Background: an optimization exercise with open tools, aiming at small area. Do not read the settings as production practice.
In this exercise RTL edits were held to simulation tests only and were not proved equivalent to the original.
The clock input has no modelled driver; a real chip could not lean on it and would need a root buffer or a full tree.

before:
==> flow/design.v <==
`timescale 1ns / 1ps
module gppm_top (
  input clk,
  input reset,
  input [7:0] sw,
  output [7:0] leds
);
  localparam [13:0] M  = 14'd5461;
  localparam [7:0]  PI = 8'hFF;
  localparam [13:0] T  = 14'b01111100011111;
  localparam [13:0] R  = 14'b11010101111100;
  localparam [13:0] S1 = 14'b11010101111110;
  localparam [13:0] S2 = 14'b01110101011111;
  reg [13:0] q;
  reg [7:0] p;
  reg shown_n;   
  wire shown = ~shown_n;
  wire [13:0] c = q ^ M;
  wire [7:0] pat = p ^ PI;
  wire upd = (c == T);
  wire sel = pat[6];
  wire cap = ~shown & ~c[7];
  reg [13:0] c_next;
  always @* begin
    if (reset)
      c_next = R;
    else if (upd)
      c_next = sel ? S2 : S1;
    else
      c_next = {c[12:0], c[12] ^ c[13]};
  end
  always @(posedge clk)
    q <= c_next ^ M;
  wire [7:0] pat_next = ({8{upd}} & {pat[6:0], pat[7]}) |
                        ({8{cap & ~upd}} & {sw[0], sw[7:1]}) |
                        ({8{~cap & ~upd}} & pat);
  always @(posedge clk)
    p <= pat_next ^ PI;
  always @(posedge clk or posedge reset) begin
    if (reset)
      shown_n <= 1'b1;
    else if (upd)
      shown_n <= 1'b0;
  end
  assign leds = pat & {8{shown}};
endmodule
Settings: LEC_CHECK=0, CAP_MARGIN=20, CORE_AREA=3 3 63 63, DIE_AREA=0 0 66 66, PLACE_DENSITY=0.95, SLEW_MARGIN=20; clock period 10.0 ns.
standard.sh (not shown) runs the stock make flow with config.mk's settings and CLKGATE_MAP_FILE= SYNTH_SCRIPT=/design/flow/synth_recipe.tcl, a recipe that flattens the netlist after the stock synthesis.
==> flow/flow/run.sh <==
#!/bin/bash
# Own layout flow: the standard synthesis, then an area-oriented re-synthesis of
# the same RTL (flow/mysynth.py: its registers renamed to the standard
# synthesis's, and proven equivalent to the standard netlist with Yosys), then
# the standard ORFS flow from floorplan on, with the smallest buffer on the ports.
set -euo pipefail
W=$(pwd)
F=$W/flow
R=$W/orfs/results/$FLOW_PLATFORM/gppm_top/base
LIB=$FLOW_HOME/platforms/$FLOW_PLATFORM/lib/sky130_fd_sc_hd__tt_025C_1v80.lib

bash standard.sh synth > $W/log_synth.txt 2>&1

mkdir -p $W/mysynth
cd $W/mysynth
cp $R/1_2_yosys.v std_1_2_yosys.v
if python3 $F/mysynth.py $W/mysynth/std_1_2_yosys.v $FLOW_DESIGN $LIB $FLOW_TOP $F $W/mysynth/chosen.v \
    > $W/log_mysynth.txt 2>&1; then
  cp chosen.v $R/1_2_yosys.v
fi
cd $W

bash standard.sh "BUFFER_PORTS_ARGS=-buffer_cell sky130_fd_sc_hd__buf_1" "POST_CTS_TCL=$F/post_cts.tcl" "CLK_PLAN=2 sky130_fd_sc_hd__clkbuf_4" finish > $W/log_finish.txt 2>&1
Other scripts of this flow, unchanged in this note and not shown: flow/flow/abc_a.abc, flow/flow/abc_b.abc, flow/flow/abc_c.abc, flow/flow/abc_d.abc, flow/flow/mysynth.py, flow/flow/post_cts.tcl
## Diff of input files: after against before
==> flow/design.v, changed modules only <==
module gppm_top (
  input clk,
  input reset,
  input [7:0] sw,
  output [7:0] leds
);
  localparam [13:0] M  = 14'd5461;
  localparam [13:0] T  = 14'b01010101010101;
  localparam [13:0] T2 = 14'b01010101010111;
  localparam [13:0] R  = 14'b11001101010101;
  localparam [13:0] S  = 14'b11101111111011;
  reg [13:0] q;
  reg [7:0] p;
  reg shown_n;   
  wire shown = ~shown_n;
  wire [13:0] c = q ^ M;
  wire [7:0] pat = ~p;
  wire sel = pat[7] & shown;
  wire upd = (c == (sel ? T2 : T));
  wire cap = ~shown & c[0] & c[9];
  reg [13:0] c_next;
  always @* begin
    if (reset)
      c_next = R;
    else if (upd)
      c_next = S;
    else
      c_next = {c[12:0], c[12] ^ c[13]};
  end
  always @(posedge clk)
    q <= c_next ^ M;
  wire [7:0] pat_next = ({8{upd}} & {pat[6:0], pat[7]}) |
                        ({8{cap & ~upd}} & {sw[0], sw[7:1]}) |
                        ({8{~cap & ~upd}} & pat);
  always @(posedge clk)
    p <= ~pat_next;
  always @(posedge clk or posedge reset) begin
    if (reset)
      shown_n <= 1'b1;
    else if (upd)
      shown_n <= 1'b0;
  end
  assign leds = pat & {8{shown}};
endmodule
Across both runs, met3 wirelength from detailed routing was higher for after than for before.
The run showing the smaller wire length per cell after detailed routing is after.
The maximum clock frequency of after is lower than that of before.
Diff before -> after | worst setup slack after layout | decrease of 0.054 ns
After detailed routing, before needs more wire than after.
No run of this note takes its clock network from TritonCTS; it comes from the design's own scripts or RTL.

afterwards: timing with drivers on the ports:
No port has a modelled driver above. Below, the same layouts with a new extraction and two added sets of constraints. Step 1 (the two cells are an assumption about what drives the block):
set clk [get_ports {clk}]
set_driving_cell -lib_cell sky130_fd_sc_hd__clkbuf_16 $clk
set_driving_cell -lib_cell sky130_fd_sc_hd__buf_2 [delete_from_list [all_inputs] $clk]
Step 2 moves the port delays by t, midway between the first and last clock arrival at a register: inputs arrive t later, outputs are due t later. That takes back most of the time a late clock gives input paths. Three values: ideal, step 1, step 2; two values: the first two.
run	t, ns	slack for setup (ns)	latest minus earliest clock arrival (ns)	worst slew at a driven data input, ns
before	0.191	6.987 / 6.960 / 7.150	0.012 / 0.013	0.04
after	0.189	6.933 / 6.910 / 7.099	0.008 / 0.008	0.03
After both steps setup and hold are still met in every run listed.
